Context: an optimization exercise on an open-source flow, tuned for small area. The choices shown serve that exercise and are no tape-out recipe. Only simulation tests tie the RTL to the original design; equivalence was not proved.

==> flow/design.v, too long to show whole: its modules and the start of the top module <==
// module cordic_B: 3737 lines
module cordic_B(
  input                     clk,
  input                     rst_n,
  input  signed [31:0]      x,
  input  signed [31:0]      y,
  input                     start,
  input                     start1,
  output wire signed [31:0] angle,
  output wire signed [31:0] anglef
);
  // ...
==> flow/flow/run.sh <==
#!/bin/bash
# Own layout flow: the standard ORFS flow (standard.sh), with these changes:
#  - ABC maps the logic with an area-oriented script (flow/abc.script) in
#    place of ORFS's abc_speed.script; Yosys's synthesis script and every
#    register it makes are unchanged;
#  - port buffers use the platform's smallest buffer;
#  - clock tree synthesis inserts no dummy loads.
set -euo pipefail
here=$(pwd)
rm -rf "$here/scripts"
cp -r "$FLOW_HOME/scripts" "$here/scripts"
cp "$here/flow/abc.script" "$here/scripts/abc_speed.script"
export SCRIPTS_DIR="$here/scripts"
export BUFFER_PORTS_ARGS="-buffer_cell sky130_fd_sc_hd__buf_1"
export CTS_ARGS="-sink_clustering_enable -repair_clock_nets -sink_clustering_size 24 -sink_clustering_max_diameter 80 -buf_list sky130_fd_sc_hd__clkbuf_16 -dont_use_dummy_load"
bash standard.sh > "$here/standard_flow.log" 2>&1
==> flow/flow/abc.script <==
&get -n
&st
&dch -f
&nf -a -R 1000
&put
buffer -c
topo
stime -c
upsize -c
dnsize -c
==> flow/standard.sh <==
#!/bin/bash
# synth_recipe.tcl (not shown) runs the flow's synth.tcl, then flattens the netlist and writes it again
# the make line also repeats each setting of config.mk as NAME=value (left out here)
make -C /OpenROAD-flow-scripts/flow DESIGN_CONFIG=/design/flow/config.mk WORK_HOME=/design/flow/orfs CLKGATE_MAP_FILE= SYNTH_SCRIPT=/design/flow/synth_recipe.tcl "${@:-finish}"
==> flow/config.mk <==
export PLATFORM = sky130hd
export DESIGN_NAME = cordic_B
export DESIGN_NICKNAME = cordic_B
export VERILOG_FILES = /design/flow/design.v
export SDC_FILE = /design/flow/constraint.sdc
export NUM_CORES = 4
export LEC_CHECK = 0
export CAP_MARGIN = 20
export CORE_MARGIN = 2
export CORE_UTILIZATION = 55
export PLACE_DENSITY = 0.75
export SLEW_MARGIN = 20
==> flow/constraint.sdc <==
create_clock -name core_clock -period 6.0 [get_ports {clk}]
set_input_delay 1.2000 -clock core_clock [delete_from_list [all_inputs] [get_ports {clk}]]
set_output_delay 1.2000 -clock core_clock [all_outputs]
set_load 0.01 [all_outputs]
==> qor.txt, run 1 <==
Top Metal Used = met4
Hold Path Class = register to register
bufs w/o clock = 270
CTS tree = built
Yosys top cell by area = dfxtp_1
hold endpoint = c4_s[4]
routed len/inst = 15.6 microns
largest net degree at the start of global routing = 82
drt initial violations = 1,363
most frequent cells in the layout = dfxtp_1, ha_1, inv_1
met2 routed WL = 50.8 mm
kind of critical path = register to register
CTS buffer count = 43
Tcrit/Tclk final = 0.970
Mean Syn Cell Area = 9.68 sq um
most common cell after layout, fill and taps aside = dfxtp_1
proportion of layout cells with a drive suffix above 1 = 0.0570
worst reg2reg setup slack = 0.18 ns
R2R depth = 33
relative slew slack = 0.471
RR Startpoint = c0_v[15]
antenna violations before repair = 1
Routed Antenna Nets = 0
crit path to = c1_v[18]
post-synthesis sequential area ratio = 0.333
Synth Flop Type = dfxtp_1
Seq/total area = 0.308
Setup Skew = 0.0561 ns
wire length on met3 = 2.36 mm
status = no timing/DRC/antenna violations
Final Hold Fails = 0
Slew Viols, Final = 0
adder-cell share of the synthesized area = 0.241
Cells after DPL = 6,395
Post-Synth XOR/XNOR Area = 0.188
non-clk buf share = 0.0303
Layout Utilization = 0.601
Seq cells post-synth = 805
htree depth = 2
==> inputs of run 2 (changes only) <==
--- a/flow/config.mk
+++ b/flow/config.mk
@@ -9,4 +9,7 @@
 export CORE_MARGIN = 2
-export CORE_UTILIZATION = 55
-export PLACE_DENSITY = 0.75
+export CORE_UTILIZATION = 40
+export CTS_BUF_LIST = sky130_fd_sc_hd__clkbuf_16
+export CTS_CLUSTER_DIAMETER = 80
+export CTS_CLUSTER_SIZE = 24
+export PLACE_DENSITY = 0.6
 export SLEW_MARGIN = 20
==> run 2 against run 1 <==
Flip-flop and latch count is the same. Still clean. Worst hold slack lost 0.030 ns. Register-to-register slack gained 0.14 ns. Count of clock-buffer cells in the layout grew 4. Critical path type unchanged. Clock skew grew 0.014 ns.
==> qor.txt, run 2 <==
CTS tree = built
final std cells w/o fill = 6,939
max incr delay on CP = 0.41 ns
startpoint types = register
post-synthesis sequential area ratio = 0.333 (unchanged)
kind of critical path = register to register
Hold Path Depth = 0
CP dominant cell by count = a21oi_2
Seq cells post-synth = 805 (unchanged)
Routed Antenna Nets = 0 (unchanged)
drt initial violations = 1,353 (-0.73%)
fin crit period = 5.68 ns
Req. time, crit path = 6.50 ns
clk latency of the worst-skew pair = 0.64 ns
most frequent cells in the layout = dfxtp_1, ha_1, inv_1
R2R Path End = c1_v[18]
Synth Flop Type = dfxtp_1
Syn-to-layout area delta = 9.59%
Synth top cells by count = dfxtp_1, ha_1, inv_1
grt met3 use = 0.0138
Tcrit/Tclk final = 0.946 (-0.0239)
core box area = 122,000 sq um
Synth area leaders = dfxtp_1, ha_1, xor2_1, xnor2_1, fa_1
YS warnings = 1
GR Layer Usage met2 = 0.289
R2R depth = 33 (unchanged)
DP Area = 52,400 sq um
RR Startpoint = c0_v[1]
Mapped Nets = 6,001
DRC Markers = 0
relative slew slack = 0.479 (+0.00810)
Root Driver = clkbuf_16
Final Hold Fails = 0 (unchanged)
grt peak-use layer = met2
synthesized area = 49,200 sq um
CP arrival = 6.18 ns
hold_sp = c2_s[0]
global-route wire length before repair = 165 mm
port bufs = 130
status = no timing/DRC/antenna violations
total grt overflow = 0
hold_buf cts = 0
routed len/inst = 14.7 microns (-5.9%)
largest net degree at the start of global routing = 82 (unchanged)
dpl hpwl = 85.6 mm
worst slew pin tran = 0.775 ns
htree depth = 2 (unchanged)
Starting Density = 0.404
Clk pin slew, worst setup/hold paths = 0.09 ns
Mean Syn Cell Area = 9.68 sq um (unchanged)
Layout Nets = 6,236
CTS buffer count = 47 (+9.3%)
top-count cell post-synth = dfxtp_1
Async SR Flop Fraction = 0.0671
WL final = 102 mm
hold endpoint = c3_s[0]
GRT Util Overall = 0.161
number of diodes = 0
Final Wtd Congestion = 0.889
Cells after DPL = 6,881 (+7.6%)
IO Pins = 132
Pre-antenna DRT Iters = 5
antenna violations before repair = 1 (unchanged)
die width = 355 microns
CP max stage cell = dfrtp_1
M1 GR Usage = 0.209
most common cell after layout, fill and taps aside = dfxtp_1
proportion of layout cells with a drive suffix above 1 = 0.0589 (+0.00192)
Final Cell Area = 53,900 sq um
Synth Instances = 5,081
max-cap viol count = 0
Yosys top cell by area = dfxtp_1
Setup Skew = 0.0700 ns (+0.0139 ns)
row cnt = 128
clk sinks = 805
synth unique cells = 85
fillers = 11,782
largest buffer count on any clock path = 3
Die Area = 126,000 sq um
Die Span Y = 355 microns
via count of the first global-routing pass = 32,284
final setup vio count = 0
EDFF count, synth = 0
Crit. End Element = register
RSZ-0062 raised after global routing = yes
vias per cell = 4.75
via count = 32,974
share of the synthesized area in the top cell type = 0.306
Slew Viols, Final = 0 (unchanged)
worst reg2reg setup slack = 0.32 ns (+0.14 ns)
Max Fclk = 176 MHz
Worst Path Max Fanout = 4
Hold Path Class = register to register
run 2: cell counts after synthesis:
No cell type changed its count.
run 2: cell type report:
| cell class | instances | area (sq um) | area share |
|---|---|---|---|
| inverters | 588 | 2210 | 0.0409 |
| well taps | 1625 | 2030 | 0.0377 |
| multi-input cells | 3576 | 30300 | 0.562 |
| flip-flops and latches | 805 | 16400 | 0.304 |
| repair buffers | 298 | 1800 | 0.0334 |
| clock buffers | 47 | 1180 | 0.0218 |
run 2: how the worst max path moves through the flow:
stage | slack [ns] | end | start | cells after the start
finish | 0.32 | c1_v[18] | c0_v[1] | 33
global route | -0.06 | c1_v[18] | c0_v[1] | 33
CTS | 0.03 | c1_v[16] | c0_v[15] | 31
detailed placement | -0.22 | c1_v[18] | c0_v[15] | 33
global placement | -0.17 | c1_v[18] | c0_v[15] | 33
floorplan | -0.05 | c1_v[18] | c0_v[15] | 35
run 2: stage by stage:
step,setup slack (ns),hold slack (ns),utilization,setup TNS [ns]
floorplan,-0.0457,0.310,-,-0.123
global placement,-0.171,0.311,0.430,-0.452
detailed placement,-0.218,0.312,0.430,-0.678
CTS,0.0314,0.292,0.440,0
global route,-0.0573,0.301,0.442,-0.196
finish,0.321,0.294,0.442,0
run 2: what timing repair did:
item	4_1_cts	5_1_grt
buffers inserted	0	11
endpoints found under the setup margin	4	25
gates resized for setup	5	50
pin swaps	0	33
run 2: logic make-up after synthesis:
| group | after synthesis | synth area share |
|---|---|---|
| adders and majority gates | 852 | 0.241 |
| muxes | 3 | 0.000636 |
| AOI/OAI and AO/OA | 808 | 0.0990 |
| buffers and inverters | 700 | 0.0573 |
| DFF | 805 | 0.333 |
| and+or+nand+nor | 864 | 0.0813 |
| xor gates and xnor gates | 1049 | 0.188 |
run 2: worst max-delay path, delay by kind of cell (launching register included):
kind            cells  cell delay, ns
fa+ha+maj           3            0.98
simple gates        9            0.83
buf+inv             1            0.08
compound gates     16            2.48
flops               1            0.41
xor+xnor            4            0.77
run 2: layer usage:
layer	part of all wire	up-vias
li1	-	17236
met1	0.47	15385
met2	0.50	263
met3	0.021	90
met4	0.017	0
met5	0	-
==> inputs of run 3 (changes only) <==
--- a/flow/flow/run.sh
+++ b/flow/flow/run.sh
@@ -1,3 +1,3 @@
 #!/bin/bash
-# Own layout flow: the standard ORFS flow (standard.sh), with these changes:
+# Own layout flow: the standard ORFS flow (standard.sh), with two changes:
 #  - ABC maps the logic with an area-oriented script (flow/abc.script) in
@@ -14,3 +14,3 @@
 export BUFFER_PORTS_ARGS="-buffer_cell sky130_fd_sc_hd__buf_1"
-export CTS_ARGS="-sink_clustering_enable -repair_clock_nets -sink_clustering_size 24 -sink_clustering_max_diameter 80 -buf_list sky130_fd_sc_hd__clkbuf_16 -dont_use_dummy_load"
+export CTS_ARGS="-sink_clustering_enable -repair_clock_nets -sink_clustering_size 28 -sink_clustering_max_diameter 80 -buf_list sky130_fd_sc_hd__clkbuf_16 -dont_use_dummy_load"
 bash standard.sh > "$here/standard_flow.log" 2>&1
==> run 3 against run 2 <==
Synthesized cell count is the same. Area after synthesis is the same. Non-clock buffer count grew 1. First-iteration DRC count shrank 10%. Cell count is essentially flat. Worst hold slack gained 0.021 ns. Cell area shrank 0.12%. Sequential share of layout area is essentially flat. Die area is the same. Maximum frequency shrank 1.1%. Largest cell class unchanged. Highest routed layer unchanged.
==> qor.txt, run 3 <==
Crit. End Element = register
post-synthesis sequential area ratio = 0.333 (unchanged)
fillers = 11,775 (-0.059%)
row cnt = 128 (unchanged)
port bufs = 130 (unchanged)
hold_buf cts = 0 (unchanged)
max-cap viol count = 0 (unchanged)
Hold Path Class = register to register
Synth top cells by count = dfxtp_1, ha_1, inv_1
worst slew pin tran = 0.778 ns (+0.00246 ns)
Yosys top cell by area = dfxtp_1
largest buffer count on any clock path = 3 (unchanged)
Syn-to-layout area delta = 9.46%
CP arrival = 6.23 ns (+0.05 ns)
routed len/inst = 14.7 microns (+0.21%)
CP max stage cell = dfrtp_2
hold endpoint = c14_f[3]
setup slack after layout = 0.258 ns (-0.0627 ns)
Synth Instances = 5,081 (unchanged)
startpoint types = register
Hold Path Depth = 0 (unchanged)
Starting Density = 0.404 (unchanged)
global-route wire length before repair = 165 mm (+0.13%)
Multi-input gate area = 30,300 sq um (about the same)
CP delay by family, top = compound AO/OA/AOI/OAI gates
Final Hold Fails = 0 (unchanged)
Seq cells post-synth = 805 (unchanged)
Setup Skew = 0.0650 ns (-0.00499 ns)
via count = 33,050 (+0.23%)
R2R Path End = c1_v[18]
top-count cell post-synth = dfxtp_1
Layout Utilization = 0.442 (-0.000513)
final hold slack = 0.315 ns (+0.0208 ns)
status = no timing/DRC/antenna violations
RR Startpoint = c0_v[15]
Req. time, crit path = 6.49 ns (about the same)
final setup vio count = 0 (unchanged)
kind of critical path = register to register
EDFF count, synth = 0 (unchanged)
Async SR Flop Fraction = 0.0671 (unchanged)
antenna violations before repair = 1 (unchanged)
hold_sp = c13_f[3]
clk latency of the worst-skew pair = 0.63 ns (about the same)
RSZ-0062 raised after global routing = yes
Routed Antenna Nets = 0 (unchanged)
DRC Markers = 0 (unchanged)
Seq. cell area = 16,400 sq um (unchanged)
Max Fclk = 174 MHz (-1.1%)
clk sinks = 805 (unchanged)
max incr delay on CP = 0.44 ns (+0.03 ns)
CP dominant cell by count = a21oi_2
htree depth = 2 (unchanged)
worst reg2reg setup slack = 0.26 ns (-0.06 ns)
final std cells w/o fill = 6,937 (-0.029%)
WL final = 102 mm (+0.18%)
total grt overflow = 0 (unchanged)
YS warnings = 1 (unchanged)
GRT Util Overall = 0.161 (about the same)
dpl hpwl = 85.6 mm (unchanged)
Worst Path Max Fanout = 4 (unchanged)
Synth area leaders = dfxtp_1, ha_1, xor2_1, xnor2_1, fa_1
Final Cell Area = 53,800 sq um (-0.12%)
Fin Setup TNS = 0 ns (unchanged)
most common cell after layout, fill and taps aside = dfxtp_1
Cells after DPL = 6,881 (unchanged)
DP Worst Slack = -0.218 ns (unchanged)
vias per cell = 4.76 (+0.26%)
Final Wtd Congestion = 0.889 (unchanged)
R2R depth = 32 (-3.0%)
Slew Viols, Final = 0 (unchanged)
Root Driver = clkbuf_16
proportion of layout cells with a drive suffix above 1 = 0.0585 (-0.000354)
Mapped Nets = 6,001 (unchanged)
synthesized area = 49,200 sq um (unchanged)
CTS buffer count = 44 (-6.4%)
relative slew slack = 0.477 (-0.00165)
Worst Path Buf+Inv = 2 (+1)
Clk pin slew, worst setup/hold paths = 0.10 ns (about the same)
Mean Syn Cell Area = 9.68 sq um (unchanged)
Die Area = 126,000 sq um (unchanged)
Die Span Y = 355 microns (unchanged)
Synth Flop Type = dfxtp_1
synth unique cells = 85 (unchanged)
CTS tree = built
DP Area = 52,400 sq um (unchanged)
die width = 355 microns (unchanged)
IO Pins = 132 (unchanged)
fin crit period = 5.74 ns (+0.0627 ns)
Layout Nets = 6,234 (-0.032%)
number of diodes = 0 (unchanged)
via count of the first global-routing pass = 32,337 (+0.16%)
Tcrit/Tclk final = 0.957 (+0.0105)
share of the synthesized area in the top cell type = 0.306 (unchanged)
largest net degree at the start of global routing = 82 (unchanged)
Pre-antenna DRT Iters = 5 (unchanged)
most frequent cells in the layout = dfxtp_1, ha_1, inv_1
core box area = 122,000 sq um (unchanged)
drt initial violations = 1,216 (-10%)
-- run 3: cell counts after synthesis --
Identical to the previous run, type by type.
-- run 3: how the worst max path moves through the flow --
stage / to / depth (start not counted) / from
after floorplan: c1_v[18] / 35 / c0_v[15]
after global placement: c1_v[18] / 33 / c0_v[15]
after detailed placement: c1_v[18] / 33 / c0_v[15]
after CTS: c1_v[18] / 33 / c0_v[15]
after global routing: c1_v[18] / 32 / c0_v[15]
final: c1_v[18] / 32 / c0_v[15]
-- run 3: worst register-to-register path, delay by kind of cell, from the launching register on --
| family | cells | cell delay [ns] |
|---|---|---|
| flip-flops | 1 | 0.44 |
| adder cells (fa/ha/maj) | 3 | 0.94 |
| buffers and inverters | 2 | 0.24 |
| AND/OR/NAND/NOR | 7 | 0.73 |
| XOR/XNOR | 4 | 0.75 |
| AO/OA/AOI/OAI | 16 | 2.53 |
-- run 3: per-layer routing --
metal  track usage  share of wire  up-vias
li1              -              -    17237
met1         0.209           0.46    15462
met2         0.290           0.50      270
met3        0.0150          0.022       81
met4        0.0299          0.016        0
met5             0              0        -
-- run 3: what timing repair did --
item / 4_1_cts / 5_1_grt
pin swaps: 0 / 31
gates resized for setup: 6 / 49
buffers inserted: 0 / 12
endpoints found under the setup margin: 6 / 27
-- run 3: final cells by class --
| cell class | count | share of cell area |
|---|---|---|
| inverters | 588 | 0.0410 |
| clock buffers | 44 | 0.0205 |
| multi-input cells | 3576 | 0.563 |
| well taps | 1625 | 0.0378 |
| repair buffers | 299 | 0.0336 |
| flip-flops and latches | 805 | 0.305 |
-- run 3: logic make-up after synthesis --
logic type | after synthesis | synth area share
AND/OR/NAND/NOR | 864 | 0.0813
XOR/XNOR | 1049 | 0.188
flip-flops | 805 | 0.333
AO/OA/AOI/OAI | 808 | 0.0990
adder cells (fa/ha/maj) | 852 | 0.241
buffers and inverters | 700 | 0.0573
multiplexers | 3 | 0.000636

re-timing with driven ports:
The results above use ideal ports. As a check the final layouts listed here were re-extracted and re-timed, cells and wires unchanged. Step 1, drivers: a clkbuf_16 drives clk and a buf_2 each remaining input, both assumed. Step 2 adds t to the input delays and takes it off the output delays; t is the mean of the earliest and latest rising clock arrival at the registers after step 1. Input paths then give back, and output paths get back, about the clock's delay inside the block. Three values: ideal ports, drivers, drivers and shift; two values: the first two.
run | shift t [ns] | slack for setup (ns) | worst setup path after step 2 | clock arrival spread, ns
run 1 | 0.645 | 0.178 / 0.178 / -0.030 | input to register | 0.059 / 0.059
run 2 | 0.667 | 0.321 / 0.321 / 0.020 | input to register | 0.071 / 0.071
run 3 | 0.668 | 0.258 / 0.258 / 0.048 | input to register | 0.072 / 0.072
Met with ideal ports but missed after step 2: setup timing in run 1. For run 2, which loses most, drivers alone change the setup slack by 0.000 ns; drivers and shift together by -0.301 ns.
